This is an optimization exercise on Yosys and OpenROAD, whose aim is small area, a short achievable clock period and few clock cycles, not a production implementation.
Only simulation tests tie the RTL to the original design; equivalence was not proved.
Power is estimated from default activity; no workload was simulated.

==> design/flow/flow/run.sh <==
#!/bin/bash
# The standard layout (standard.sh), with three changes: synthesis maps no adder
# cells (ADDER_MAP_FILE empty, so ABC maps that logic with the rest), port buffers are
# buf_2 instead of the delay buffer buffer_ports picks by default, and timing repair
# aims for 7.3 ns of setup slack. The clock period and constraints are the standard flow's.
set -euo pipefail
bash standard.sh ADDER_MAP_FILE= "BUFFER_PORTS_ARGS=-buffer_cell sky130_fd_sc_hd__buf_2" SETUP_SLACK_MARGIN=7.3  finish > standard_flow.log 2>&1
==> design/flow/constraint.sdc <==
create_clock -name core_clock -period 10.0 [get_ports {sys_clk}]
set_input_delay 2.0000 -clock core_clock [delete_from_list [all_inputs] [get_ports {sys_clk}]]
set_output_delay 2.0000 -clock core_clock [all_outputs]
set_load 0.01 [all_outputs]
==> design/flow/standard.sh <==
#!/bin/bash
# synth_recipe.tcl (not shown) runs the flow's synth.tcl, then flattens the netlist and writes it again
# the make line also repeats each setting of config.mk as NAME=value (left out here)
make -C /OpenROAD-flow-scripts/flow DESIGN_CONFIG=/design/flow/config.mk WORK_HOME=/design/flow/orfs CLKGATE_MAP_FILE= SYNTH_SCRIPT=/design/flow/synth_recipe.tcl "${@:-finish}"
==> design/flow/design.v <==
module Top(
    input                           sys_clk     ,
    input                           sys_rst_n   ,
    input                           trig        ,
    output  reg                     vld         ,
    input                   [9:0]   data_in     ,
    output  wire    signed  [12:0]  sin_out     ,
    output  wire    signed  [12:0]  cos_out
);
wire [7:0] r = data_in[7:0];
reg  [7:0] w;        
reg        sw;       
reg        s_neg;
reg        c_neg;
reg        busy;
always @(posedge sys_clk) begin
    w     <= r[7] ? (8'd0 - r) : r;
    sw    <= data_in[8] ^ data_in[7];
    s_neg <= data_in[9];
    c_neg <= data_in[9] ^ data_in[8];
end
always @(posedge sys_clk or negedge sys_rst_n) begin
    if (~sys_rst_n) begin
        busy <= 1'b0;
        vld  <= 1'b0;
    end
    else begin
        busy <= trig;
        vld  <= busy;
    end
end
wire [10:0] s_t;
wire [11:0] c_t;
sc_tab tab (.a(w), .s(s_t), .c(c_t));
wire        fix = sw && (w == 8'd108);
wire        w0  = (w == 8'd0);
wire [11:0] s_mag = sw ? c_t : {1'b0, s_t};
wire [11:0] c_mag = sw ? (fix ? 12'd1259 : {1'b0, s_t}) : c_t;
wire        s_n = s_neg & ~(w0 & ~sw);
wire        c_n = c_neg & ~(w0 & sw);
function [11:0] lowzero;
    input [11:0] m;
    reg   [11:0] n;
    reg          a01, a23, a45, a67, a89, p4, p8;
    begin
        n   = ~m;
        a01 = n[0] & n[1];
        a23 = n[2] & n[3];
        a45 = n[4] & n[5];
        a67 = n[6] & n[7];
        a89 = n[8] & n[9];
        p4  = a01 & a23;
        p8  = p4 & (a45 & a67);
        lowzero[0]  = 1'b1;
        lowzero[1]  = n[0];
        lowzero[2]  = a01;
        lowzero[3]  = a01 & n[2];
        lowzero[4]  = p4;
        lowzero[5]  = p4 & n[4];
        lowzero[6]  = p4 & a45;
        lowzero[7]  = p4 & (a45 & n[6]);
        lowzero[8]  = p8;
        lowzero[9]  = p8 & n[8];
        lowzero[10] = p8 & a89;
        lowzero[11] = p8 & (a89 & n[10]);
    end
endfunction
wire [11:0] s_z = lowzero(s_mag);
wire [11:0] c_z = lowzero(c_mag);
reg  [12:0] s_r, c_r;
always @(posedge sys_clk) begin
    s_r <= {s_n, s_mag ^ ({12{s_n}} & ~s_z)};
    c_r <= {c_n, c_mag ^ ({12{c_n}} & ~c_z)};
end
assign sin_out = s_r;
assign cos_out = c_r;
endmodule
module sc_tab(
    input  [7:0] a,
    output [10:0] s,
    output [11:0] c
);
wire new_n32;
wire new_n33;
wire new_n34;
wire new_n35;
wire new_n36;
wire new_n37;
wire new_n39;
wire new_n40;
wire new_n41;
wire new_n42;
wire new_n43;
wire new_n44;
wire new_n45;
wire new_n47;
wire new_n48;
wire new_n49;
wire new_n50;
wire new_n51;
wire new_n52;
wire new_n53;
wire new_n54;
wire new_n55;
wire new_n56;
wire new_n57;
wire new_n58;
wire new_n59;
wire new_n60;
wire new_n61;
wire new_n62;
wire new_n63;
wire new_n64;
wire new_n65;
wire new_n66;
wire new_n67;
wire new_n68;
wire new_n69;
wire new_n70;
wire new_n71;
wire new_n72;
wire new_n73;
wire new_n74;
wire new_n75;
wire new_n76;
wire new_n77;
wire new_n78;
wire new_n79;
wire new_n80;
wire new_n81;
wire new_n82;
wire new_n83;
wire new_n84;
wire new_n85;
wire new_n86;
wire new_n87;
wire new_n88;
wire new_n89;
wire new_n90;
wire new_n91;
wire new_n92;
wire new_n93;
wire new_n94;
wire new_n95;
wire new_n96;
wire new_n97;
wire new_n98;
wire new_n99;
wire new_n100;
wire new_n101;
wire new_n102;
wire new_n103;
wire new_n104;
wire new_n106;
wire new_n107;
wire new_n108;
wire new_n109;
wire new_n110;
wire new_n111;
wire new_n113;
wire new_n114;
wire new_n115;
wire new_n116;
wire new_n117;
wire new_n118;
wire new_n119;
wire new_n120;
wire new_n121;
wire new_n122;
wire new_n123;
wire new_n124;
wire new_n125;
wire new_n126;
wire new_n127;
wire new_n128;
wire new_n129;
wire new_n130;
wire new_n131;
wire new_n132;
wire new_n133;
wire new_n134;
wire new_n135;
wire new_n136;
wire new_n137;
wire new_n138;
wire new_n139;
wire new_n140;
wire new_n141;
wire new_n142;
wire new_n143;
wire new_n144;
wire new_n145;
wire new_n146;
wire new_n147;
wire new_n148;
wire new_n149;
wire new_n150;
wire new_n151;
wire new_n152;
wire new_n153;
wire new_n154;
wire new_n155;
wire new_n156;
wire new_n157;
wire new_n158;
wire new_n159;
wire new_n160;
wire new_n161;
wire new_n162;
wire new_n163;
wire new_n164;
wire new_n165;
wire new_n166;
wire new_n167;
wire new_n168;
wire new_n169;
wire new_n170;
wire new_n171;
wire new_n172;
wire new_n173;
wire new_n175;
wire new_n176;
wire new_n177;
wire new_n178;
wire new_n179;
wire new_n180;
wire new_n181;
wire new_n182;
wire new_n183;
wire new_n184;
wire new_n185;
wire new_n186;
wire new_n187;
wire new_n188;
wire new_n189;
wire new_n190;
wire new_n191;
wire new_n192;
wire new_n193;
wire new_n194;
wire new_n195;
wire new_n196;
wire new_n197;
wire new_n198;
wire new_n199;
wire new_n200;
wire new_n201;
wire new_n202;
wire new_n203;
wire new_n204;
wire new_n205;
wire new_n206;
wire new_n207;
wire new_n208;
wire new_n209;
wire new_n210;
wire new_n211;
wire new_n212;
wire new_n213;
wire new_n214;
wire new_n215;
wire new_n216;
wire new_n217;
wire new_n218;
wire new_n219;
wire new_n220;
wire new_n221;
wire new_n222;
wire new_n223;
wire new_n224;
wire new_n225;
wire new_n226;
wire new_n227;
wire new_n228;
wire new_n229;
wire new_n230;
wire new_n231;
wire new_n232;
wire new_n233;
wire new_n234;
wire new_n235;
wire new_n236;
wire new_n237;
wire new_n238;
wire new_n240;
wire new_n241;
wire new_n242;
wire new_n243;
wire new_n244;
wire new_n246;
wire new_n247;
wire new_n248;
wire new_n249;
wire new_n250;
wire new_n251;
wire new_n252;
wire new_n253;
wire new_n254;
wire new_n255;
wire new_n256;
wire new_n257;
wire new_n258;
wire new_n259;
wire new_n260;
wire new_n261;
wire new_n262;
wire new_n263;
wire new_n264;
wire new_n265;
wire new_n266;
wire new_n267;
wire new_n268;
wire new_n269;
wire new_n270;
wire new_n271;
wire new_n272;
wire new_n273;
wire new_n274;
wire new_n275;
wire new_n276;
wire new_n277;
wire new_n278;
wire new_n279;
wire new_n281;
wire new_n282;
wire new_n283;
wire new_n284;
wire new_n285;
wire new_n286;
wire new_n287;
wire new_n288;
wire new_n289;
wire new_n290;
wire new_n291;
wire new_n292;
wire new_n293;
wire new_n294;
wire new_n295;
wire new_n296;
wire new_n297;
wire new_n298;
wire new_n299;
wire new_n300;
wire new_n301;
wire new_n302;
wire new_n303;
wire new_n304;
wire new_n305;
wire new_n306;
wire new_n307;
wire new_n308;
wire new_n309;
wire new_n311;
wire new_n312;
wire new_n313;
wire new_n314;
wire new_n315;
wire new_n316;
wire new_n317;
wire new_n318;
wire new_n319;
wire new_n320;
wire new_n321;
wire new_n322;
wire new_n323;
wire new_n324;
wire new_n325;
wire new_n326;
wire new_n327;
wire new_n328;
wire new_n329;
wire new_n330;
wire new_n331;
wire new_n332;
wire new_n333;
wire new_n334;
wire new_n335;
wire new_n336;
wire new_n337;
wire new_n338;
wire new_n339;
wire new_n340;
wire new_n341;
wire new_n342;
wire new_n344;
wire new_n345;
wire new_n346;
wire new_n347;
wire new_n348;
wire new_n349;
wire new_n350;
wire new_n351;
wire new_n352;
wire new_n353;
wire new_n354;
wire new_n355;
wire new_n356;
wire new_n357;
wire new_n358;
wire new_n359;
wire new_n360;
wire new_n361;
wire new_n362;
wire new_n363;
wire new_n364;
wire new_n365;
wire new_n366;
wire new_n367;
wire new_n368;
wire new_n369;
wire new_n370;
wire new_n371;
wire new_n372;
wire new_n374;
wire new_n375;
wire new_n377;
wire new_n379;
wire new_n380;
wire new_n382;
wire new_n383;
wire new_n384;
wire new_n385;
wire new_n386;
wire new_n387;
wire new_n388;
wire new_n390;
wire new_n391;
wire new_n392;
wire new_n393;
wire new_n394;
wire new_n395;
wire new_n396;
wire new_n397;
wire new_n398;
wire new_n399;
wire new_n400;
wire new_n401;
wire new_n402;
wire new_n403;
wire new_n404;
wire new_n405;
wire new_n407;
wire new_n408;
wire new_n409;
wire new_n410;
wire new_n411;
wire new_n412;
wire new_n413;
wire new_n414;
wire new_n415;
wire new_n416;
wire new_n417;
wire new_n418;
wire new_n420;
wire new_n421;
wire new_n422;
wire new_n423;
wire new_n424;
wire new_n425;
wire new_n426;
wire new_n427;
wire new_n428;
wire new_n429;
wire new_n430;
wire new_n431;
wire new_n432;
wire new_n433;
wire new_n434;
wire new_n435;
wire new_n436;
wire new_n437;
wire new_n438;
wire new_n439;
wire new_n440;
wire new_n441;
wire new_n442;
wire new_n444;
wire new_n445;
wire new_n446;
wire new_n447;
wire new_n448;
wire new_n449;
wire new_n450;
wire new_n451;
wire new_n452;
wire new_n453;
wire new_n454;
wire new_n455;
wire new_n456;
wire new_n457;
wire new_n458;
wire new_n459;
wire new_n460;
wire new_n461;
wire new_n462;
wire new_n463;
wire new_n464;
wire new_n465;
wire new_n466;
wire new_n467;
wire new_n468;
wire new_n470;
wire new_n471;
wire new_n472;
wire new_n473;
wire new_n474;
wire new_n475;
wire new_n476;
wire new_n477;
wire new_n478;
wire new_n479;
wire new_n480;
wire new_n481;
wire new_n482;
wire new_n483;
wire new_n484;
wire new_n485;
wire new_n486;
wire new_n487;
wire new_n488;
wire new_n489;
wire new_n490;
wire new_n491;
wire new_n492;
wire new_n493;
wire new_n494;
wire new_n496;
wire new_n497;
wire new_n498;
wire new_n499;
wire new_n500;
wire new_n501;
wire new_n502;
wire new_n503;
wire new_n504;
wire new_n505;
wire new_n506;
wire new_n507;
wire new_n508;
wire new_n509;
wire new_n510;
wire new_n511;
wire new_n512;
wire new_n513;
wire new_n514;
wire new_n515;
wire new_n516;
wire new_n517;
wire new_n518;
wire new_n519;
wire new_n520;
wire new_n521;
wire new_n522;
wire new_n523;
wire new_n524;
wire new_n525;
wire new_n526;
wire new_n527;
wire new_n529;
wire new_n530;
wire new_n531;
wire new_n532;
wire new_n533;
wire new_n534;
wire new_n535;
wire new_n536;
wire new_n537;
wire new_n538;
wire new_n539;
wire new_n540;
wire new_n541;
wire new_n542;
wire new_n543;
wire new_n544;
wire new_n545;
wire new_n546;
wire new_n547;
wire new_n548;
wire new_n549;
wire new_n550;
wire new_n551;
wire new_n552;
wire new_n553;
wire new_n554;
wire new_n555;
wire new_n556;
wire new_n557;
wire new_n558;
wire new_n559;
wire new_n560;
assign new_n32 = a[2] & a[1];
assign new_n33 = ~a[3] & ~new_n32;
assign new_n34 = a[6] & a[4];
assign new_n35 = ~new_n33 & new_n34;
assign new_n36 = ~a[7] & ~new_n35;
assign new_n37 = a[6] & a[5];
assign s[10] = ~(new_n36 & ~new_n37);
assign new_n39 = ~a[4] & ~a[3];
assign new_n40 = ~a[2] & ~a[1];
assign new_n41 = ~a[4] & new_n40;
assign new_n42 = ~a[6] & a[5];
assign new_n43 = ~new_n41 & new_n42;
assign new_n44 = ~new_n39 & new_n43;
assign new_n45 = ~a[6] & ~new_n44;
assign s[9] = ~s[10] & ~new_n45;
assign new_n47 = ~a[5] & a[4];
assign new_n48 = a[1] & a[0];
assign new_n49 = ~a[4] & ~new_n48;
assign new_n50 = a[6] & a[3];
assign new_n51 = new_n49 & new_n50;
assign new_n52 = ~a[6] & new_n48;
assign new_n53 = ~a[4] & a[3];
assign new_n54 = new_n52 & new_n53;
assign new_n55 = ~a[6] & new_n39;
assign new_n56 = ~new_n54 & ~new_n55;
assign new_n57 = ~new_n51 & new_n56;
assign new_n58 = a[5] & ~new_n57;
assign new_n59 = a[4] & a[3];
assign new_n60 = ~new_n52 & new_n59;
assign new_n61 = ~a[5] & ~a[1];
assign new_n62 = new_n39 & ~new_n61;
assign new_n63 = ~new_n60 & ~new_n62;
assign new_n64 = ~new_n37 & ~new_n63;
assign new_n65 = ~a[1] & ~a[0];
assign new_n66 = new_n47 & new_n65;
assign new_n67 = a[5] & ~a[4];
assign new_n68 = ~a[3] & ~new_n67;
assign new_n69 = ~a[5] & a[1];
assign new_n70 = a[6] & ~new_n65;
assign new_n71 = ~new_n69 & new_n70;
assign new_n72 = new_n68 & new_n71;
assign new_n73 = ~new_n66 & ~new_n72;
assign new_n74 = ~new_n64 & new_n73;
assign new_n75 = ~new_n58 & new_n74;
assign new_n76 = a[2] & new_n75;
assign new_n77 = a[6] & ~a[4];
assign new_n78 = a[5] & a[3];
assign new_n79 = ~a[6] & ~a[5];
assign new_n80 = a[1] & ~new_n79;
assign new_n81 = ~new_n78 & ~new_n80;
assign new_n82 = new_n77 & ~new_n81;
assign new_n83 = a[4] & ~a[3];
assign new_n84 = ~a[5] & new_n83;
assign new_n85 = ~a[4] & a[1];
assign new_n86 = a[3] & new_n42;
assign new_n87 = ~new_n85 & new_n86;
assign new_n88 = ~new_n84 & ~new_n87;
assign new_n89 = ~new_n82 & new_n88;
assign new_n90 = ~new_n76 & ~new_n89;
assign new_n91 = ~new_n42 & new_n68;
assign new_n92 = ~new_n34 & new_n78;
assign new_n93 = ~new_n91 & ~new_n92;
assign new_n94 = new_n76 & new_n93;
assign new_n95 = ~new_n90 & ~new_n94;
assign new_n96 = new_n47 & new_n95;
assign new_n97 = a[3] & new_n95;
assign new_n98 = new_n67 & ~new_n97;
assign new_n99 = ~new_n96 & ~new_n98;
assign new_n100 = ~a[6] & ~new_n99;
assign new_n101 = new_n59 & new_n76;
assign new_n102 = ~a[6] & ~new_n101;
assign new_n103 = new_n99 & ~new_n102;
assign new_n104 = ~a[7] & ~new_n103;
assign s[8] = ~(~new_n100 & new_n104);
assign new_n106 = ~new_n55 & new_n95;
assign new_n107 = ~a[5] & ~a[4];
assign new_n108 = new_n48 & new_n107;
assign new_n109 = new_n106 & ~new_n108;
assign new_n110 = ~a[3] & new_n107;
assign new_n111 = ~new_n109 & ~new_n110;
assign s[7] = ~(~a[7] & ~new_n111);
assign new_n113 = ~a[6] & ~a[3];
assign new_n114 = ~a[1] & a[0];
assign new_n115 = ~a[4] & a[2];
assign new_n116 = a[4] & ~a[2];
assign new_n117 = ~new_n115 & ~new_n116;
assign new_n118 = new_n114 & ~new_n117;
assign new_n119 = ~a[2] & ~a[0];
assign new_n120 = ~new_n32 & ~new_n40;
assign new_n121 = ~new_n119 & new_n120;
assign new_n122 = new_n107 & ~new_n121;
assign new_n123 = a[2] & ~a[0];
assign new_n124 = ~a[6] & a[1];
assign new_n125 = ~new_n107 & ~new_n124;
assign new_n126 = ~new_n123 & ~new_n125;
assign new_n127 = a[6] & ~a[1];
assign new_n128 = new_n61 & new_n123;
assign new_n129 = ~new_n127 & ~new_n128;
assign new_n130 = ~new_n126 & new_n129;
assign new_n131 = ~new_n122 & ~new_n130;
assign new_n132 = ~new_n118 & new_n131;
assign new_n133 = new_n50 & new_n123;
assign new_n134 = ~a[2] & a[0];
assign new_n135 = a[6] & a[1];
assign new_n136 = ~new_n47 & new_n135;
assign new_n137 = ~new_n134 & new_n136;
assign new_n138 = ~new_n133 & ~new_n137;
assign new_n139 = ~new_n132 & new_n138;
assign new_n140 = ~new_n113 & ~new_n139;
assign new_n141 = a[1] & ~a[0];
assign new_n142 = ~new_n114 & ~new_n141;
assign new_n143 = a[6] & new_n142;
assign new_n144 = ~new_n40 & ~new_n143;
assign new_n145 = ~a[3] & ~new_n144;
assign new_n146 = a[6] & ~new_n123;
assign new_n147 = ~new_n32 & ~new_n146;
assign new_n148 = ~a[5] & ~new_n48;
assign new_n149 = ~new_n134 & new_n148;
assign new_n150 = ~new_n147 & new_n149;
assign new_n151 = ~new_n145 & ~new_n150;
assign new_n152 = new_n131 & new_n151;
assign new_n153 = ~a[3] & ~new_n152;
assign new_n154 = ~new_n140 & ~new_n153;
assign new_n155 = a[3] & a[2];
assign new_n156 = ~a[3] & ~a[2];
assign new_n157 = ~new_n155 & ~new_n156;
assign new_n158 = a[5] & ~a[1];
assign new_n159 = ~new_n69 & ~new_n158;
assign new_n160 = new_n77 & ~new_n159;
assign new_n161 = ~new_n157 & new_n160;
assign new_n162 = ~a[7] & ~new_n161;
assign new_n163 = ~new_n154 & new_n162;
assign new_n164 = new_n75 & ~new_n163;
assign new_n165 = ~a[6] & a[4];
assign new_n166 = ~a[5] & a[3];
assign new_n167 = ~new_n47 & ~new_n50;
assign new_n168 = ~new_n166 & ~new_n167;
assign new_n169 = ~new_n165 & ~new_n168;
assign new_n170 = new_n163 & ~new_n169;
assign new_n171 = ~a[2] & ~new_n170;
assign new_n172 = ~new_n164 & new_n171;
assign new_n173 = ~a[7] & ~new_n76;
assign s[6] = ~new_n172 & new_n173;
assign new_n175 = ~a[6] & new_n40;
assign new_n176 = ~a[4] & new_n142;
assign new_n177 = a[4] & ~a[1];
assign new_n178 = ~new_n119 & new_n177;
assign new_n179 = a[6] & ~new_n178;
assign new_n180 = ~new_n176 & new_n179;
assign new_n181 = ~new_n175 & ~new_n180;
assign new_n182 = new_n78 & ~new_n181;
assign new_n183 = a[1] & new_n134;
assign new_n184 = new_n151 & ~new_n183;
assign new_n185 = ~new_n182 & new_n184;
assign new_n186 = new_n77 & new_n134;
assign new_n187 = ~new_n55 & ~new_n107;
assign new_n188 = ~new_n186 & new_n187;
assign new_n189 = ~new_n185 & new_n188;
assign new_n190 = ~a[3] & a[0];
assign new_n191 = ~a[2] & ~new_n79;
assign new_n192 = new_n190 & new_n191;
assign new_n193 = ~a[3] & ~a[0];
assign new_n194 = ~a[2] & ~new_n166;
assign new_n195 = ~new_n193 & new_n194;
assign new_n196 = ~new_n37 & ~new_n195;
assign new_n197 = ~new_n123 & ~new_n134;
assign new_n198 = ~new_n158 & ~new_n197;
assign new_n199 = new_n196 & new_n198;
assign new_n200 = ~new_n192 & ~new_n199;
assign new_n201 = ~new_n189 & ~new_n200;
assign new_n202 = a[2] & a[0];
assign new_n203 = a[4] & new_n202;
assign new_n204 = a[3] & a[0];
assign new_n205 = a[6] & ~new_n204;
assign new_n206 = new_n165 & ~new_n190;
assign new_n207 = a[6] & a[2];
assign new_n208 = a[4] & ~new_n207;
assign new_n209 = new_n190 & ~new_n208;
assign new_n210 = ~new_n206 & ~new_n209;
assign new_n211 = ~new_n205 & new_n210;
assign new_n212 = ~new_n133 & ~new_n211;
assign new_n213 = ~new_n203 & ~new_n212;
assign new_n214 = ~new_n47 & ~new_n69;
assign new_n215 = new_n213 & ~new_n214;
assign new_n216 = new_n201 & ~new_n215;
assign new_n217 = ~new_n32 & ~new_n110;
assign new_n218 = ~a[0] & ~new_n217;
assign new_n219 = ~a[5] & ~new_n115;
assign new_n220 = ~a[6] & ~new_n219;
assign new_n221 = new_n116 & new_n142;
assign new_n222 = ~a[5] & new_n221;
assign new_n223 = ~new_n220 & ~new_n222;
assign new_n224 = ~new_n218 & new_n223;
assign new_n225 = ~a[6] & a[2];
assign new_n226 = ~a[5] & ~a[3];
assign new_n227 = ~new_n225 & new_n226;
assign new_n228 = ~new_n224 & new_n227;
assign new_n229 = new_n189 & ~new_n228;
assign new_n230 = ~new_n216 & ~new_n229;
assign new_n231 = a[2] & ~a[1];
assign new_n232 = new_n68 & new_n231;
assign new_n233 = ~new_n230 & new_n232;
assign new_n234 = a[5] & a[1];
assign new_n235 = ~new_n48 & ~new_n234;
assign new_n236 = new_n205 & ~new_n235;
assign new_n237 = ~new_n117 & new_n236;
assign new_n238 = new_n163 & ~new_n237;
assign s[5] = ~(~new_n233 & new_n238);
assign new_n240 = ~new_n53 & ~new_n83;
assign new_n241 = ~a[1] & ~new_n240;
assign new_n242 = new_n107 & ~new_n241;
assign new_n243 = new_n184 & new_n242;
assign new_n244 = new_n230 & ~new_n243;
assign s[4] = ~a[7] & ~new_n244;
assign new_n246 = ~new_n53 & ~new_n114;
assign new_n247 = ~new_n204 & new_n246;
assign new_n248 = ~a[4] & ~new_n119;
assign new_n249 = ~a[2] & a[1];
assign new_n250 = ~new_n248 & new_n249;
assign new_n251 = ~new_n247 & new_n250;
assign new_n252 = ~new_n221 & ~new_n251;
assign new_n253 = new_n50 & ~new_n252;
assign new_n254 = ~a[0] & new_n77;
assign new_n255 = new_n210 & ~new_n254;
assign new_n256 = new_n61 & new_n255;
assign new_n257 = ~a[3] & new_n41;
assign new_n258 = ~new_n141 & ~new_n257;
assign new_n259 = ~a[6] & ~new_n258;
assign new_n260 = a[4] & new_n204;
assign new_n261 = ~new_n85 & ~new_n260;
assign new_n262 = new_n207 & ~new_n261;
assign new_n263 = a[6] & ~new_n59;
assign new_n264 = new_n123 & new_n263;
assign new_n265 = new_n114 & ~new_n207;
assign new_n266 = a[5] & ~new_n265;
assign new_n267 = ~new_n264 & new_n266;
assign new_n268 = ~new_n262 & new_n267;
assign new_n269 = ~new_n259 & new_n268;
assign new_n270 = ~new_n256 & ~new_n269;
assign new_n271 = ~new_n253 & ~new_n270;
assign new_n272 = ~new_n207 & ~new_n236;
assign new_n273 = new_n47 & ~new_n272;
assign new_n274 = a[6] & ~new_n107;
assign new_n275 = new_n33 & new_n274;
assign new_n276 = ~new_n273 & new_n275;
assign new_n277 = new_n69 & ~new_n276;
assign new_n278 = ~new_n213 & new_n277;
assign new_n279 = ~new_n271 & ~new_n278;
assign s[3] = ~(~a[7] & ~new_n279);
assign new_n281 = a[4] & ~new_n156;
assign new_n282 = ~new_n226 & new_n281;
assign new_n283 = new_n226 & ~new_n281;
assign new_n284 = new_n114 & ~new_n283;
assign new_n285 = ~new_n282 & new_n284;
assign new_n286 = a[6] & ~new_n285;
assign new_n287 = ~new_n32 & ~new_n286;
assign new_n288 = a[3] & ~new_n114;
assign new_n289 = ~new_n234 & ~new_n288;
assign new_n290 = a[4] & ~new_n249;
assign new_n291 = ~new_n289 & new_n290;
assign new_n292 = ~new_n78 & ~new_n234;
assign new_n293 = ~new_n193 & ~new_n231;
assign new_n294 = ~new_n292 & ~new_n293;
assign new_n295 = new_n134 & new_n166;
assign new_n296 = ~new_n294 & ~new_n295;
assign new_n297 = ~new_n291 & new_n296;
assign new_n298 = new_n224 & new_n297;
assign new_n299 = ~new_n287 & new_n298;
assign new_n300 = new_n155 & new_n242;
assign new_n301 = ~a[6] & ~new_n300;
assign new_n302 = a[5] & ~a[3];
assign new_n303 = new_n41 & new_n302;
assign new_n304 = ~new_n166 & ~new_n303;
assign new_n305 = ~a[0] & ~new_n304;
assign new_n306 = a[0] & new_n304;
assign new_n307 = ~new_n305 & ~new_n306;
assign new_n308 = new_n301 & new_n307;
assign new_n309 = ~a[7] & ~new_n308;
assign s[2] = ~new_n299 & new_n309;
assign new_n311 = a[1] & new_n119;
assign new_n312 = ~new_n175 & ~new_n178;
assign new_n313 = ~new_n311 & new_n312;
assign new_n314 = a[3] & ~new_n313;
assign new_n315 = new_n162 & ~new_n314;
assign new_n316 = ~new_n40 & new_n240;
assign new_n317 = new_n42 & ~new_n316;
assign new_n318 = ~a[4] & ~a[0];
assign new_n319 = ~a[3] & ~new_n197;
assign new_n320 = ~new_n115 & ~new_n319;
assign new_n321 = ~new_n318 & ~new_n320;
assign new_n322 = new_n37 & ~new_n321;
assign new_n323 = ~new_n317 & ~new_n322;
assign new_n324 = new_n315 & ~new_n323;
assign new_n325 = new_n48 & new_n210;
assign new_n326 = ~a[6] & ~new_n325;
assign new_n327 = a[6] & new_n213;
assign new_n328 = new_n59 & ~new_n135;
assign new_n329 = ~new_n327 & ~new_n328;
assign new_n330 = ~new_n114 & ~new_n329;
assign new_n331 = ~new_n326 & ~new_n330;
assign new_n332 = ~a[2] & ~new_n331;
assign new_n333 = ~new_n138 & new_n315;
assign new_n334 = new_n225 & new_n325;
assign new_n335 = new_n231 & new_n263;
assign new_n336 = ~a[7] & ~a[5];
assign new_n337 = new_n83 & new_n127;
assign new_n338 = new_n336 & ~new_n337;
assign new_n339 = ~new_n335 & new_n338;
assign new_n340 = ~new_n334 & new_n339;
assign new_n341 = ~new_n333 & new_n340;
assign new_n342 = ~new_n332 & new_n341;
assign s[1] = ~(~new_n324 & ~new_n342);
assign new_n344 = new_n65 & ~new_n155;
assign new_n345 = new_n263 & new_n344;
assign new_n346 = ~new_n127 & ~new_n142;
assign new_n347 = ~new_n47 & ~new_n79;
assign new_n348 = ~new_n123 & new_n347;
assign new_n349 = ~new_n240 & ~new_n348;
assign new_n350 = ~new_n346 & new_n349;
assign new_n351 = new_n68 & ~new_n281;
assign new_n352 = ~new_n148 & ~new_n351;
assign new_n353 = ~new_n122 & new_n352;
assign new_n354 = ~new_n349 & ~new_n353;
assign new_n355 = ~new_n350 & ~new_n354;
assign new_n356 = ~new_n124 & ~new_n127;
assign new_n357 = new_n240 & ~new_n356;
assign new_n358 = ~new_n189 & new_n357;
assign new_n359 = ~new_n355 & ~new_n358;
assign new_n360 = new_n207 & ~new_n247;
assign new_n361 = a[1] & ~new_n155;
assign new_n362 = ~new_n117 & new_n361;
assign new_n363 = ~a[6] & a[3];
assign new_n364 = ~new_n40 & ~new_n363;
assign new_n365 = ~a[0] & ~new_n32;
assign new_n366 = ~new_n364 & new_n365;
assign new_n367 = a[5] & ~new_n175;
assign new_n368 = ~new_n366 & new_n367;
assign new_n369 = ~new_n362 & new_n368;
assign new_n370 = ~new_n360 & new_n369;
assign new_n371 = ~new_n359 & ~new_n370;
assign new_n372 = ~new_n345 & ~new_n371;
assign s[0] = ~a[7] & ~new_n372;
assign new_n374 = new_n68 & new_n175;
assign new_n375 = new_n318 & new_n374;
assign c[11] = ~a[7] & new_n375;
assign new_n377 = ~new_n36 & ~new_n336;
assign c[9] = ~new_n375 & ~new_n377;
assign new_n379 = ~s[10] & ~new_n375;
assign new_n380 = ~new_n273 & new_n379;
assign c[8] = ~(~new_n377 & ~new_n380);
assign new_n382 = new_n33 & new_n67;
assign new_n383 = a[6] & ~new_n382;
assign new_n384 = a[5] & ~new_n40;
assign new_n385 = new_n59 & new_n384;
assign new_n386 = ~new_n375 & ~new_n385;
assign new_n387 = ~new_n383 & new_n386;
assign new_n388 = new_n36 & ~new_n273;
assign c[7] = ~(~new_n387 & new_n388);
assign new_n390 = ~a[2] & new_n158;
assign new_n391 = ~new_n48 & new_n116;
assign new_n392 = new_n302 & ~new_n391;
assign new_n393 = ~a[0] & new_n41;
assign new_n394 = ~a[6] & ~new_n393;
assign new_n395 = ~new_n392 & new_n394;
assign new_n396 = new_n390 & new_n395;
assign new_n397 = ~a[7] & ~new_n375;
assign new_n398 = new_n43 & ~new_n240;
assign new_n399 = ~new_n32 & ~new_n107;
assign new_n400 = ~new_n202 & new_n399;
assign new_n401 = new_n50 & ~new_n158;
assign new_n402 = ~new_n400 & new_n401;
assign new_n403 = ~new_n398 & ~new_n402;
assign new_n404 = new_n397 & new_n403;
assign new_n405 = ~new_n276 & new_n404;
assign c[6] = ~new_n396 & new_n405;
assign new_n407 = a[6] & ~new_n120;
assign new_n408 = new_n214 & new_n407;
assign new_n409 = ~new_n273 & ~new_n408;
assign new_n410 = ~new_n201 & ~new_n409;
assign new_n411 = ~a[5] & ~new_n202;
assign new_n412 = ~new_n32 & new_n411;
assign new_n413 = new_n59 & ~new_n384;
assign new_n414 = ~new_n412 & new_n413;
assign new_n415 = new_n395 & ~new_n414;
assign new_n416 = new_n53 & new_n412;
assign new_n417 = ~a[7] & ~new_n416;
assign new_n418 = ~new_n415 & new_n417;
assign c[5] = ~(~new_n410 & new_n418);
assign new_n420 = ~new_n49 & new_n191;
assign new_n421 = a[2] & ~new_n166;
assign new_n422 = ~new_n65 & ~new_n421;
assign new_n423 = new_n223 & ~new_n422;
assign new_n424 = ~new_n420 & ~new_n423;
assign new_n425 = new_n61 & ~new_n202;
assign new_n426 = new_n157 & new_n425;
assign new_n427 = ~new_n424 & new_n426;
assign new_n428 = a[1] & ~new_n196;
assign new_n429 = ~a[4] & new_n157;
assign new_n430 = new_n158 & ~new_n429;
assign new_n431 = ~new_n115 & new_n193;
assign new_n432 = ~new_n430 & ~new_n431;
assign new_n433 = ~a[6] & new_n134;
assign new_n434 = a[5] & ~new_n433;
assign new_n435 = new_n432 & new_n434;
assign new_n436 = a[3] & ~a[2];
assign new_n437 = ~new_n143 & ~new_n436;
assign new_n438 = a[4] & ~new_n437;
assign new_n439 = ~new_n435 & ~new_n438;
assign new_n440 = new_n424 & new_n439;
assign new_n441 = ~new_n428 & ~new_n440;
assign new_n442 = ~new_n427 & new_n441;
assign c[4] = ~a[7] & ~new_n442;
assign new_n444 = ~new_n207 & ~new_n390;
assign new_n445 = ~a[0] & ~new_n444;
assign new_n446 = new_n80 & ~new_n363;
assign new_n447 = ~new_n255 & new_n446;
assign new_n448 = ~new_n445 & ~new_n447;
assign new_n449 = new_n165 & new_n411;
assign new_n450 = ~a[2] & new_n127;
assign new_n451 = a[3] & new_n450;
assign new_n452 = ~new_n37 & ~new_n451;
assign new_n453 = ~new_n449 & new_n452;
assign new_n454 = ~new_n300 & new_n453;
assign new_n455 = new_n432 & new_n454;
assign new_n456 = ~new_n448 & new_n455;
assign new_n457 = new_n47 & new_n120;
assign new_n458 = a[6] & new_n257;
assign new_n459 = ~new_n457 & ~new_n458;
assign new_n460 = ~a[0] & ~new_n42;
assign new_n461 = ~new_n344 & ~new_n460;
assign new_n462 = ~new_n374 & ~new_n461;
assign new_n463 = new_n459 & new_n462;
assign new_n464 = a[6] & a[0];
assign new_n465 = ~new_n459 & new_n464;
assign new_n466 = ~new_n463 & ~new_n465;
assign new_n467 = ~new_n455 & new_n466;
assign new_n468 = ~new_n456 & ~new_n467;
assign c[3] = ~(~a[7] & ~new_n468);
assign new_n470 = a[0] & new_n177;
assign new_n471 = ~new_n318 & ~new_n470;
assign new_n472 = ~a[6] & ~new_n471;
assign new_n473 = new_n106 & new_n472;
assign new_n474 = ~new_n110 & ~new_n158;
assign new_n475 = ~new_n197 & ~new_n474;
assign new_n476 = new_n59 & new_n141;
assign new_n477 = ~new_n475 & ~new_n476;
assign new_n478 = ~new_n76 & ~new_n477;
assign new_n479 = ~new_n151 & new_n165;
assign new_n480 = ~new_n37 & ~new_n335;
assign new_n481 = ~new_n316 & ~new_n480;
assign new_n482 = ~new_n224 & new_n450;
assign new_n483 = ~new_n481 & ~new_n482;
assign new_n484 = ~new_n479 & new_n483;
assign new_n485 = ~new_n131 & ~new_n421;
assign new_n486 = ~new_n302 & ~new_n436;
assign new_n487 = ~new_n485 & new_n486;
assign new_n488 = ~new_n83 & new_n120;
assign new_n489 = a[0] & ~new_n488;
assign new_n490 = ~new_n487 & new_n489;
assign new_n491 = ~new_n243 & ~new_n490;
assign new_n492 = new_n484 & new_n491;
assign new_n493 = ~new_n478 & new_n492;
assign new_n494 = ~new_n473 & new_n493;
assign c[2] = ~a[7] & ~new_n494;
assign new_n496 = a[5] & ~new_n201;
assign new_n497 = new_n201 & new_n255;
assign new_n498 = ~new_n127 & ~new_n190;
assign new_n499 = new_n240 & ~new_n498;
assign new_n500 = ~new_n240 & new_n498;
assign new_n501 = new_n197 & ~new_n500;
assign new_n502 = ~new_n499 & new_n501;
assign new_n503 = ~new_n497 & ~new_n502;
assign new_n504 = ~new_n496 & new_n503;
assign new_n505 = new_n205 & new_n292;
assign new_n506 = ~new_n121 & ~new_n264;
assign new_n507 = ~new_n505 & new_n506;
assign new_n508 = ~new_n317 & ~new_n507;
assign new_n509 = ~new_n504 & new_n508;
assign new_n510 = ~a[6] & new_n311;
assign new_n511 = ~new_n106 & new_n510;
assign new_n512 = a[0] & ~new_n241;
assign new_n513 = ~a[3] & new_n85;
assign new_n514 = ~new_n512 & ~new_n513;
assign new_n515 = new_n81 & ~new_n514;
assign new_n516 = new_n116 & ~new_n124;
assign new_n517 = new_n193 & new_n516;
assign new_n518 = ~new_n114 & new_n120;
assign new_n519 = ~a[4] & new_n127;
assign new_n520 = a[3] & ~new_n165;
assign new_n521 = ~new_n519 & new_n520;
assign new_n522 = new_n67 & new_n521;
assign new_n523 = ~new_n518 & new_n522;
assign new_n524 = ~new_n517 & ~new_n523;
assign new_n525 = ~new_n515 & new_n524;
assign new_n526 = ~new_n511 & new_n525;
assign new_n527 = ~new_n509 & new_n526;
assign c[1] = ~a[7] & ~new_n527;
assign new_n529 = ~new_n85 & new_n119;
assign new_n530 = ~new_n177 & new_n529;
assign new_n531 = new_n521 & ~new_n530;
assign new_n532 = ~a[3] & ~new_n510;
assign new_n533 = ~new_n32 & ~new_n207;
assign new_n534 = new_n248 & new_n533;
assign new_n535 = a[4] & ~new_n533;
assign new_n536 = ~new_n534 & ~new_n535;
assign new_n537 = new_n532 & new_n536;
assign new_n538 = ~new_n531 & ~new_n537;
assign new_n539 = ~new_n202 & ~new_n262;
assign new_n540 = ~new_n176 & ~new_n539;
assign new_n541 = ~a[6] & ~new_n141;
assign new_n542 = ~new_n50 & ~new_n83;
assign new_n543 = ~new_n541 & new_n542;
assign new_n544 = a[5] & ~new_n543;
assign new_n545 = ~new_n540 & ~new_n544;
assign new_n546 = ~new_n538 & new_n545;
assign new_n547 = ~new_n48 & new_n53;
assign new_n548 = ~new_n207 & new_n547;
assign new_n549 = ~new_n197 & new_n548;
assign new_n550 = ~new_n114 & new_n207;
assign new_n551 = ~new_n264 & new_n550;
assign new_n552 = new_n544 & ~new_n551;
assign new_n553 = ~new_n549 & new_n552;
assign new_n554 = ~new_n209 & ~new_n450;
assign new_n555 = ~new_n117 & ~new_n554;
assign new_n556 = ~new_n251 & ~new_n517;
assign new_n557 = ~new_n555 & new_n556;
assign new_n558 = new_n553 & new_n557;
assign new_n559 = ~new_n546 & ~new_n558;
assign new_n560 = ~new_n54 & ~new_n559;
assign c[0] = ~a[7] & ~new_n560;
assign c[10] = ~c[11];
endmodule
==> design/flow/config.mk <==
export PLATFORM = sky130hd
export DESIGN_NAME = Top
export DESIGN_NICKNAME = Top
export VERILOG_FILES = /design/flow/design.v
export SDC_FILE = /design/flow/constraint.sdc
export NUM_CORES = 4
export LEC_CHECK = 0
export ABC_AREA = 1
export CAP_MARGIN = 20
export CORE_MARGIN = 2
export CORE_UTILIZATION = 40
export CTS_CLUSTER_DIAMETER = 500
export CTS_CLUSTER_SIZE = 60
export SLEW_MARGIN = 20
export SYNTH_MEMORY_MAX_BITS = 32768
==> results of run 1 <==
-- metal layers --
layer / vias to the layer above / routed length (µm)
met5: - / 0
met4: 0 / 974
met3: 84 / 2050
met2: 386 / 6620
met1: 2174 / 6130
li1: 2279 / -
-- final timing paths --
kind                          end      start  depth (start not counted)  slack [ps]
setup / recovery              vld        vld                          1        7210
hold / removal                vld       busy                          0         360
setup reg to reg           s_r[6]       w[4]                         17        7390
max in group asynchronous    busy  sys_rst_n                          1        8430
min in group asynchronous     vld  sys_rst_n                          1        1470
hold reg to reg               vld       busy                          0         360
-- state kept, by name, summed over array words and instances (netlist names) --
register / flops
busy: 1
c_neg: 1
c_r: 13
s_neg: 1
s_r: 13
sw: 1
vld: 1
w: 8
-- layout by cell type, fill, tap and decap left out, drive strengths merged, types with 10 or more instances in the layout --
| master | synthesis | final |
|---|---|---|
| nand2 | 237 | 237 |
| inv | 81 | 82 |
| nor2 | 66 | 67 |
| nand3 | 64 | 64 |
| buf | 24 | 57 |
| o21ai | 53 | 53 |
| dfxtp | 37 | 37 |
| a21oi | 26 | 26 |
| nand4 | 20 | 20 |
| xor2 | 10 | 10 |
| o211ai | 10 | 10 |
-- kinds of logic after synthesis --
logic type,count (synthesis),share of synthesized area [%]
XOR/XNOR,16,3.51
flip-flops,39,19.8
AND/OR/NAND/NOR,397,46.5
AO/OA/AOI/OAI,112,16.9
buffers and inverters,110,13.3
-- through the flow --
stage	setup slack, ps	power [W]	hold slack (ps)
after floorplan	7200	0.000522	331
after global placement	7000	0.000654	340
after detailed placement	6950	0.000645	342
after CTS	7200	0.000785	364
after global routing	7170	0.000890	385
final	7210	0.000836	364
-- timing repair --
item	4_1_cts	5_1_grt
setup endpoints to repair	45	46
gates cloned	0	1
setup buffers	0	12
resized for setup	11	62
pin swaps	0	10
-- area by class of cell --
cell class / count / area (µm²)
fill: 1055 / 5040
clock inverter: 3 / 46.3
clock buffer: 5 / 68.8
tap: 133 / 166
sequential: 39 / 805
timing repair buffer: 57 / 473
inverter: 82 / 342
multi-input combinational: 526 / 2790
-- where the power goes --
group          internal (W)  switching [W]
Clock             0.0000752      0.0000614
Combinational      0.000166       0.000322
Sequential         0.000196      0.0000154
Total              0.000438       0.000399
==> flow_summary.yaml, run 1 <==
timing:
  worst_slew_pin_slew_ps: 713
  clock_skew_ps: 6.05
  setup_viol: 0
  report.final.slew_viol_count: 0
  max_slew_margin_pct: 52.4
  hold_viol: 0
  final.setup.tns_ps: 0
  rsz0062_at_grt: "yes"
  max_freq_mhz: 359
  fin_crit_ps: 2790
  fin_crit_sh_pct: 27.9
global_routing:
  grtUsageMet1_pct: 37.0
  grt_pass1_wl_um: 24500
  grt_max_degree: 28
  overflow: 0
  antenna_found_initial: 0
  grt_busiest_layer: "met2"
  grt_pass1_vias: 4519
  grt_usage_pct: 28.6
  grt_use_met3_pct: 8.40
  met2_usage_pct: 43.0
worst_hold_path:
  hold_path_class: "reg -> reg"
clock_tree:
  clock_latency_ps: 290
  cts_tree: "done"
  clkSlewWorstSetupHoldPaths_ps: 80
  cts_hold_buf: 0
  cts_buffers: 5
  clockRootBuffer: "clkbuf_8"
  cts_htree_levels: 2
  clockBufferDepth: 2
  numClockSinks: 39
yosys:
  synth_common_cells: "nand2_1 (206), inv_1 (61), nand3_1 (60)"
  yosysMostFrequentCell: "nand2_1"
  synth_top_cell_area_share_pct: 19.4
  synth_area_leaders: "nand2_1 (19%), dfxtp_1 (19%), nand3_1 (7.5%)"
  yosysSeqAreaShare_pct: 19.8
  synth_top_cell_by_area: "nand2_1"
  ys_warn_count: 1
  yosysUniqueCellTypes: 46
  synth_area_um2: 4000
  postSynthCellCount: 674
  synthesis.nets: 687
  synth_ff_type: "dfxtp_1"
  ys_ff_latch: 39
  postSynthAreaPerCell_um2: 5.93
  synthArstFlopShare_pct: 5.13
  synth_edf_count: 0
floorplanning:
  die_h_um: 104
  die_area_um2: 10800
  rows: 36
  start_util_pct: 41.1
  io_pins: 40
  die_x_um: 104
  core-area_um2: 9730
placed_design:
  dp_hpwl_um: 12100
  place.gp.congestion: 1.11
  port-buffer-count: 39
  placed_cell_area_um2: 4200
  dp_cells: 824
worst_setup_path:
  critical_path_arrival_ps: 790
  crit_family: "flip-flops"
  startpoint_type: "register"
  crit_fanout: 1
  slowest_delay_ps: 360
  cp_slowest_cell: "dfrtp_1"
  setup.worst_path.end_class: "output pin"
  critical_path_class: "reg -> out"
  path_cells: "buf_2"
  crit_buf_inv: 1
  cp_data_required_time_ps: 8000
detailed_routing:
  drc_errors: 0
  postRouteAntennaNets: 0
  wire_per_inst_um: 18.7
  drtIter0Drc: 536
  num_vias: 4923
  drt-total-wl_um: 15800
  vias_per_cell: 5.83
  drt_first_pass_iters: 7
finish:
  post_layout_nonfiller_instances: 845
  final_util_pct: 48.2
  nNetsFinal: 724
  antenna_cells: 0
  synthToLayoutAreaGrowth_pct: 17.4
  stdcell_area_um2: 4690
  drive_gt1_share_pct: 24.4
run_status:
  run_status: "complete, no violations"
power_and_ir_drop:
  vdd_ir_drop_max_uv: 96.0
  power_density_nw_per_um2: 178
  power_leakage_nw: 2.36
run:
  drv_cap: 0
Testbench counts, summed over its fixed seeds: cycles 4,800.
==> run 2: changes to the inputs <==
==> design/flow/flow/run.sh (replaced) <==
#!/bin/bash
# The standard layout (standard.sh), with three changes: synthesis maps no adder
# cells (ADDER_MAP_FILE empty, so ABC maps that logic with the rest), port buffers are
# buf_2 instead of the delay buffer buffer_ports picks by default, and timing repair
# aims for 7.2 ns of setup slack. The clock period and constraints are the standard flow's.
set -euo pipefail
bash standard.sh ADDER_MAP_FILE= "BUFFER_PORTS_ARGS=-buffer_cell sky130_fd_sc_hd__buf_2" SETUP_SLACK_MARGIN=7.2 "CTS_ARGS=-root_buf sky130_fd_sc_hd__clkbuf_16 -buf_list sky130_fd_sc_hd__clkbuf_16 -repair_clock_nets" finish > standard_flow.log 2>&1
--- a/design/flow/config.mk
+++ b/design/flow/config.mk
@@ -10,6 +10,4 @@
 export CORE_MARGIN = 2
 export CORE_UTILIZATION = 40
-export CTS_CLUSTER_DIAMETER = 500
-export CTS_CLUSTER_SIZE = 60
 export SLEW_MARGIN = 20
 export SYNTH_MEMORY_MAX_BITS = 32768
==> flow_summary.yaml, run 2 <==
worst_setup_path:
  startpoint_type: "register"
  crit_buf_inv: 1
  critical_path_arrival_ps: 770
  crit_family: "flip-flops"
  critical_path_class: "reg -> out"
  slowest_delay_ps: 350
  path_cells: "buf_2"
  crit_fanout: 1
  setup.worst_path.end_class: "output pin"
  cp_slowest_cell: "dfrtp_1"
  cp_data_required_time_ps: 8000
placed_design:
  dp_hpwl_um: 11900
  placed_cell_area_um2: 4190
  place.gp.congestion: 1.11
  dp_cells: 823
  preCtsSetupSlack_ps: 6900
  port-buffer-count: 39
yosys:
  ys_warn_count: 1
  synth_top_cell_by_area: "nand2_1"
  synth_edf_count: 0
  ys_ff_latch: 39
  postSynthAreaPerCell_um2: 5.93
  yosysMostFrequentCell: "nand2_1"
  yosysSeqAreaShare_pct: 19.8
  synth_common_cells: "nand2_1 (206), inv_1 (61), nand3_1 (60)"
  synth_ff_type: "dfxtp_1"
  synth_area_leaders: "nand2_1 (19%), dfxtp_1 (19%), nand3_1 (7.5%)"
  synth_area_um2: 4000
  synthesis.nets: 687
  synthArstFlopShare_pct: 5.13
  synth_top_cell_area_share_pct: 19.4
  yosysUniqueCellTypes: 46
  postSynthCellCount: 674
timing:
  hold_viol: 0
  setup_viol: 0
  fin_ws_ps: 7230
  fin_crit_sh_pct: 27.7
  max_freq_mhz: 361
  report.final.slew_viol_count: 0
  max_slew_margin_pct: 50.4
  worst_slew_pin_slew_ps: 744
  fin_crit_ps: 2770
  final.setup.tns_ps: 0
  clock_skew_ps: 3.64
  rsz0062_at_grt: "yes"
finish:
  drive_gt1_share_pct: 22.1
  stdcell_area_um2: 4510
  antenna_cells: 0
  top_regs: "c_r x13, s_r x13, w x8"
  final_cell_mix: "nand2_1 (202), nand3_1 (60), inv_1 (58)"
  post_layout_nonfiller_instances: 835
  final_util_pct: 46.3
  nNetsFinal: 714
  synthToLayoutAreaGrowth_pct: 12.9
  final_common_cell: "nand2_1"
detailed_routing:
  vias_per_cell: 5.79
  drt_first_pass_iters: 6
  num_vias: 4838
  drc_errors: 0
  drtIter0Drc: 628
  wire_per_inst_um: 18.7
  postRouteAntennaNets: 0
  drt-total-wl_um: 15600
global_routing:
  grt_usage_pct: 29.0
  grt_pass1_wl_um: 24700
  grt_pass1_vias: 4690
  overflow: 0
  grt_max_degree: 28
  antenna_found_initial: 0
clock_tree:
  clock_latency_ps: 280
  cts_buffers: 5
  clkSlewWorstSetupHoldPaths_ps: 60
  clockRootBuffer: "clkbuf_16"
  cts_tree: "done"
  numClockSinks: 39
  cts_hold_buf: 0
  clockBufferDepth: 2
  cts_htree_levels: 2
floorplanning:
  die_area_um2: 10800
  die_x_um: 104
  io_pins: 40
  die_h_um: 104
  start_util_pct: 41.1
  rows: 36
  core-area_um2: 9730
run_status:
  run_status: "complete, no violations"
worst_hold_path:
  hold_path_class: "reg -> reg"
power_and_ir_drop:
  vdd_ir_drop_max_uv: 103
  power_density_nw_per_um2: 189
  power_leakage_nw: 2.29
run:
  drv_cap: 0
run 2: worst paths after layout:
kind	from	end	slack (ps)	cells past startpoint
setup reg to reg	w[1]	c_r[3]	7330	22
min in group asynchronous	sys_rst_n	vld	1490	1
max in group asynchronous	sys_rst_n	busy	8420	1
hold / removal	busy	vld	350	0
setup / recovery	vld	vld	7230	1
hold reg to reg	busy	vld	350	0
run 2: kinds of logic (layout without fill, tap and decap cells):
| logic type | count (synthesis) | after routing | share of synthesized area (%) |
|---|---|---|---|
| xor+xnor | 16 | 16 | 3.51 |
| buf+inv | 110 | 138 | 13.3 |
| simple gates | 397 | 397 | 46.5 |
| flops | 39 | 39 | 19.8 |
| compound gates | 112 | 112 | 16.9 |
run 2: per-layer routing:
metal	wire [µm]	GRT usage (%)
met1	6040	36.6
met2	6670	44.3
met3	2080	9.77
met4	791	14.3
met5	0	0
run 2: stage by stage:
step                      hold WS [ps]  power (W)
after floorplan                    331   0.000522
after global placement             337   0.000653
after detailed placement           346   0.000643
after CTS                          354   0.000832
after global routing               357   0.000908
final                              352   0.000851
run 2: area by class of cell:
type                    instances  area [µm²]
fillers                      1097        5220
multi-input cells             525        2730
flip-flops and latches         39         798
inverters                      82         344
repair buffers                 48         302
well taps                     133         166
clock buffers                   5         125
clock inverters                 3        46.3
run 2: what timing repair did:
action,CTS,global route
buffers inserted,0,4
pin swaps,0,6
resized for setup,6,35
endpoints found under the hold margin,0,0
endpoints found under the setup margin,14,17
run 2: power breakdown:
group	leakage, nW	total, W	internal [W]	switching (W)
Sequential	0.336	0.000209	0.000195	0.0000145
Combinational	1.87	0.000457	0.000144	0.000313
Clock	0.0804	0.000185	0.000118	0.0000662
==> run 3: changes to the inputs <==
==> design/flow/flow/run.sh (replaced) <==
#!/bin/bash
# The standard layout (standard.sh), with three changes: synthesis maps no adder
# cells (ADDER_MAP_FILE empty, so ABC maps that logic with the rest), port buffers are
# buf_2 instead of the delay buffer buffer_ports picks by default, and timing repair
# aims for 7.2 ns of setup slack. The clock period and constraints are the standard flow's.
set -euo pipefail
bash standard.sh ADDER_MAP_FILE= "BUFFER_PORTS_ARGS=-buffer_cell sky130_fd_sc_hd__buf_2" SETUP_SLACK_MARGIN=7.2  finish > standard_flow.log 2>&1
==> flow_summary.yaml, run 3 <==
finish:
  top_regs: "c_r x13, s_r x13, w x8"
  drive_gt1_share_pct: 22.6
  post_layout_nonfiller_instances: 841
  nNetsFinal: 720
  antenna_cells: 0
  synthToLayoutAreaGrowth_pct: 12.4
  final_common_cell: "nand2_1"
  fillers: 1091
  final_cell_mix: "nand2_1 (204), nand3_1 (60), inv_1 (58)"
yosys:
  synthArstFlopShare_pct: 5.13
  yosysMostFrequentCell: "nand2_1"
  ys_ff_latch: 39
  postSynthAreaPerCell_um2: 5.93
  yosysUniqueCellTypes: 46
  synth_area_um2: 4000
  yosysSeqAreaShare_pct: 19.8
  postSynthCellCount: 674
  synth_common_cells: "nand2_1 (206), inv_1 (61), nand3_1 (60)"
  synth_ff_type: "dfxtp_1"
  synth_top_cell_area_share_pct: 19.4
  ys_warn_count: 1
  synth_edf_count: 0
  synth_top_cell_by_area: "nand2_1"
  synth_area_leaders: "nand2_1 (19%), dfxtp_1 (19%), nand3_1 (7.5%)"
  synthesis.nets: 687
global_routing:
  grt_max_degree: 28
  overflow: 0
  grt_pass1_wl_um: 24800
  grt_pass1_vias: 4667
  antenna_found_initial: 0
  grt_usage_pct: 29.0
run_status:
  run_status: "complete, no violations"
power_and_ir_drop:
  power_density_nw_per_um2: 180
  power_leakage_nw: 2.28
  p_comb_share_pct: 57.0
  seqPwrFrac_pct: 26.0
  p_int_w: 0.000416
  p_sw_w: 0.000390
  clkPwrFrac_pct: 17.0
  vdd_ir_drop_max_uv: 84.7
  swShare_pct: 48.4
detailed_routing:
  drc_errors: 0
  drt-total-wl_um: 15600
  drtIter0Drc: 558
  num_vias: 4879
  vias_per_cell: 5.80
  postRouteAntennaNets: 0
  drt_first_pass_iters: 6
  wire_per_inst_um: 18.6
placed_design:
  dp_cells: 823
  port-buffer-count: 39
  dp_hpwl_um: 11900
  place.gp.congestion: 1.11
timing:
  fin_crit_ps: 2800
  hold_viol: 0
  fin_crit_sh_pct: 28.0
  rsz0062_at_grt: "yes"
  setup_viol: 0
  report.final.slew_viol_count: 0
  clock_skew_ps: 4.93
  final.setup.tns_ps: 0
  worst_slew_pin_slew_ps: 730
  max_slew_margin_pct: 51.3
  max_freq_mhz: 357
clock_tree:
  cts_htree_levels: 2
  cts_buffers: 5
  clockBufferDepth: 2
  cts_tree: "done"
  numClockSinks: 39
  clock_latency_ps: 300
  clkSlewWorstSetupHoldPaths_ps: 80
  cts_hold_buf: 0
  clockRootBuffer: "clkbuf_8"
worst_setup_path:
  crit_fanout: 1
  slowest_delay_ps: 360
  crit_family: "flip-flops"
  r2r_cells: 20
  path_cells: "buf_2"
  cp_slowest_cell: "dfrtp_1"
  crit_buf_inv: 1
  setup.worst_path.end_class: "output pin"
  cp_num_cells: 1
  cp_data_required_time_ps: 8000
  critical_path_arrival_ps: 800
  startpoint_type: "register"
  critical_path_class: "reg -> out"
worst_hold_path:
  hold_depth: 0
  hold_path_class: "reg -> reg"
floorplanning:
  die_area_um2: 10800
  start_util_pct: 41.1
  io_pins: 40
  core-area_um2: 9730
  rows: 36
  die_h_um: 104
  die_x_um: 104
run:
  drv_cap: 0
==> run 3: cell counts after synthesis <==
Identical to the previous run, type by type.
==> run 3: path summary, 6_finish.rpt <==
| path | to | from | slack [ps] |
|---|---|---|---|
| worst min-delay path | vld | busy | 360 |
| worst max register to register | s_r[3] | w[1] | 7330 |
| min in group asynchronous | vld | sys_rst_n | 1460 |
| worst max-delay path | vld | vld | 7200 |
| worst min register to register | vld | busy | 360 |
| max in group asynchronous | busy | sys_rst_n | 8450 |
==> run 3: power groups by stage <==
stage / Clock (W) / Sequential, W / Combinational [W]
4_1_cts: 0.000141 / 0.000209 / 0.000434
3_5_place_dp: 0 / 0.000212 / 0.000431
3_3_place_gp: 0 / 0.000212 / 0.000441
2_1_floorplan: 0 / 0.000228 / 0.000295
5_1_grt: 0.000148 / 0.000213 / 0.000501
6_report: 0.000137 / 0.000209 / 0.000460
==> run 3: cells by family after synthesis <==
family	share of synthesized area [%]
xor+xnor	3.51
simple gates	46.5
buf+inv	13.3
compound gates	16.9
flops	19.8
==> run 3: final cells by class <==
type                            instances  area, µm²  area share (%)
Clock buffer                            5       68.8            1.53
Clock inverter                          3       46.3            1.03
Inverter                               82        344            7.66
Multi-Input combinational cell        525       2720            60.6
Timing Repair Buffer                   53        337            7.50
Timing Repair inverter                  1       5.00           0.111
Tap cell                              133        166            3.71
Sequential cell                        39        800            17.8
==> run 3: timing repair <==
| item | 4_1_cts | 5_1_grt |
|---|---|---|
| endpoints found under the setup margin | 15 | 20 |
| buffers inserted | 0 | 9 |
| gates cloned | 0 | 1 |
| pin swaps | 0 | 6 |
| gates resized for setup | 6 | 32 |
==> run 3: metal layers <==
metal,wire length [µm],track usage [%],up-vias
li1,-,-,2269
met1,6020,36.5,2194
met2,6800,44.6,341
met3,2050,9.90,75
met4,758,13.2,0
met5,0,0,-
==> run 3: metrics by stage <==
| stage | worst slack, ps | total power, W | utilization, % | hold slack [ps] | cell area [µm²] |
|---|---|---|---|---|---|
| finish | 7200 | 0.000806 | 46.1 | 357 | 4490 |
| global placement | 6780 | 0.000653 | 43.1 | 337 | 4190 |
| floorplan | 7200 | 0.000522 | - | 331 | 4000 |
| CTS | 7190 | 0.000784 | 44.4 | 361 | 4320 |
| detailed placement | 6900 | 0.000643 | 43.1 | 346 | 4190 |
| global route | 7170 | 0.000863 | 46.1 | 364 | 4490 |
==> run 4: changes to the inputs <==
==> design/flow/flow/run.sh (replaced) <==
#!/bin/bash
# The standard layout (standard.sh), with three changes: synthesis maps no adder
# cells (ADDER_MAP_FILE empty, so ABC maps that logic with the rest), port buffers are
# buf_2 instead of the delay buffer buffer_ports picks by default, and timing repair
# aims for 7.1 ns of setup slack. The clock period and constraints are the standard flow's.
set -euo pipefail
bash standard.sh ADDER_MAP_FILE= "BUFFER_PORTS_ARGS=-buffer_cell sky130_fd_sc_hd__buf_2" SETUP_SLACK_MARGIN=7.1  finish > standard_flow.log 2>&1
==> flow_summary.yaml, run 4 <==
worst_setup_path:
  cp_data_required_time_ps: 8000
  setup.worst_path.end_class: "output pin"
  r2r_start: "w[6]"
  r2r_cells: 17
  path_cells: "buf_2"
  critical_path_arrival_ps: 790
  reg2reg_slack_ps: 7250
  timing.rr.end: "c_r[5]"
  startpoint_type: "register"
  cp_slowest_cell: "dfrtp_1"
  crit_buf_inv: 1
  crit_fanout: 1
  crit_family: "flip-flops"
  slowest_delay_ps: 360
  critical_path_class: "reg -> out"
yosys:
  yosysUniqueCellTypes: 46
  synth_common_cells: "nand2_1 (206), inv_1 (61), nand3_1 (60)"
  postSynthCellCount: 674
  synthArstFlopShare_pct: 5.13
  synth_area_um2: 4000
  ys_ff_latch: 39
  ys_warn_count: 1
  yosysSeqAreaShare_pct: 19.8
  synth_ff_type: "dfxtp_1"
  synth_top_cell_area_share_pct: 19.4
  synthesis.nets: 687
  synth_area_leaders: "nand2_1 (19%), dfxtp_1 (19%), nand3_1 (7.5%)"
  synth_top_cell_by_area: "nand2_1"
  synth_edf_count: 0
  postSynthAreaPerCell_um2: 5.93
  yosysMostFrequentCell: "nand2_1"
power_and_ir_drop:
  power_leakage_nw: 2.26
  vdd_ir_drop_max_uv: 79.3
  power_density_nw_per_um2: 181
  total_power_w: 0.000801
timing:
  final.setup.tns_ps: 0
  fin_crit_ps: 2790
  fin_ws_ps: 7210
  clock_skew_ps: 8.67
  max_freq_mhz: 358
  hold_viol: 0
  fin_crit_sh_pct: 27.9
  rsz0062_at_grt: "yes"
  setup_viol: 0
  max_slew_margin_pct: 46.8
  worst_slew_pin_slew_ps: 797
  report.final.slew_viol_count: 0
placed_design:
  preCtsSetupSlack_ps: 6810
  dp_hpwl_um: 12000
  port-buffer-count: 39
  place.gp.congestion: 1.09
  dp_cells: 823
detailed_routing:
  num_vias: 4875
  postRouteAntennaNets: 0
  wire_per_inst_um: 18.7
  drtIter0Drc: 641
  drt-total-wl_um: 15700
  drt_first_pass_iters: 5
  drc_errors: 0
  vias_per_cell: 5.81
run_status:
  run_status: "complete, no violations"
clock_tree:
  clockBufferDepth: 2
  cts_buffers: 5
  clock_latency_ps: 300
  cts_htree_levels: 2
  cts_hold_buf: 0
  numClockSinks: 39
  cts_tree: "done"
  clockRootBuffer: "clkbuf_8"
  clkSlewWorstSetupHoldPaths_ps: 80
finish:
  final_cell_mix: "nand2_1 (205), inv_1 (61), nand3_1 (60)"
  nNetsFinal: 718
  drive_gt1_share_pct: 21.4
  post_layout_nonfiller_instances: 839
  antenna_cells: 0
  final_util_pct: 45.4
  top_regs: "c_r x13, s_r x13, w x8"
  final_common_cell: "nand2_1"
  synthToLayoutAreaGrowth_pct: 10.6
worst_hold_path:
  hold_start: "busy"
  hold_path_class: "reg -> reg"
  hold_depth: 0
  min_to: "vld"
floorplanning:
  io_pins: 40
  rows: 36
  die_x_um: 104
  die_area_um2: 10800
  start_util_pct: 41.1
  core-area_um2: 9730
  die_h_um: 104
global_routing:
  grt_pass1_vias: 4477
  overflow: 0
  grt_max_degree: 28
  grt_pass1_wl_um: 24000
  grt_usage_pct: 28.4
  antenna_found_initial: 0
run:
  drv_cap: 0
run 4: through the flow:
step	cell area, µm²	hold WS [ps]
2_1_floorplan	4000	331
3_3_place_gp	4180	339
3_5_place_dp	4180	340
4_1_cts	4300	360
5_1_grt	4420	364
6_report	4420	358
run 4: worst max path at each step:
stage               cells past startpoint     end  startpoint
finish                                  1     vld         vld
global route                           18  s_r[6]        w[6]
CTS                                    18  s_r[5]        w[6]
detailed placement                     19  s_r[4]        w[1]
global placement                       21  s_r[3]        w[1]
floorplan                               8    w[5]  data_in[1]
run 4: cells by family after synthesis:
kind of cell / after synthesis / synth area share (%)
simple gates: 397 / 46.5
compound gates: 112 / 16.9
buf+inv: 110 / 13.3
flops: 39 / 19.8
xor+xnor: 16 / 3.51
run 4: power breakdown:
part           internal [W]  switching (W)  leakage (nW)
sequential         0.000195      0.0000152         0.336
combinational      0.000143       0.000312          1.87
clock             0.0000752      0.0000615        0.0548
total              0.000413       0.000389          2.26
run 4: timing repair:
action | CTS | global route
gates resized for setup | 3 | 16
gates cloned | 0 | 1
buffers inserted | 0 | 7
endpoints found under the setup margin | 14 | 15
run 4: area by class of cell:
cell class / count / area (µm²)
clock inverter: 3 / 46.3
timing repair buffer: 51 / 305
inverter: 82 / 334
sequential: 39 / 800
multi-input combinational: 525 / 2700
tap: 133 / 166
timing repair inverter: 1 / 5.00
fill: 1084 / 5310
clock buffer: 5 / 68.8
run 4: per-layer routing:
metal	wire length [µm]	up-vias	track usage, %
met5	0	-	0
met4	879	0	14.9
met3	2030	92	9.02
met2	6680	331	43.1
met1	6120	2188	35.8
li1	-	2264	-

[separate check: timing with driven ports]
How much do the figures lean on ideal ports? The routed layouts below were timed once more, with nothing changed but the port constraints. Step 1 sets driving cells, clkbuf_16 on the clock port and buf_2 on the other inputs (assumed; they add their load-dependent delay and slew). Step 2, shift: input delay + t, output delay - t, t = (earliest + latest rising clock arrival at the registers) / 2. This alone moves slack from input paths to output paths. Three values: no drivers, after step 1, after step 2; two values: the first two.
run | shift t [ns] | setup slack, ns | worst setup path at the end | worst data-port slew with drivers (ns)
run 1 | 0.319 | 7.212 / 7.182 / 6.943 | input to register | 0.05
run 2 | 0.323 | 7.231 / 7.191 / 6.987 | input to register | 0.03
run 3 | 0.338 | 7.202 / 7.166 / 6.996 | input to register | 0.03
run 4 | 0.326 | 7.206 / 7.175 / 6.975 | input to register | 0.03
After both steps setup and hold are still met in every run listed. The setup slack of run 1, which loses most, moves by -0.030 ns with the drivers and by -0.269 ns with both steps.
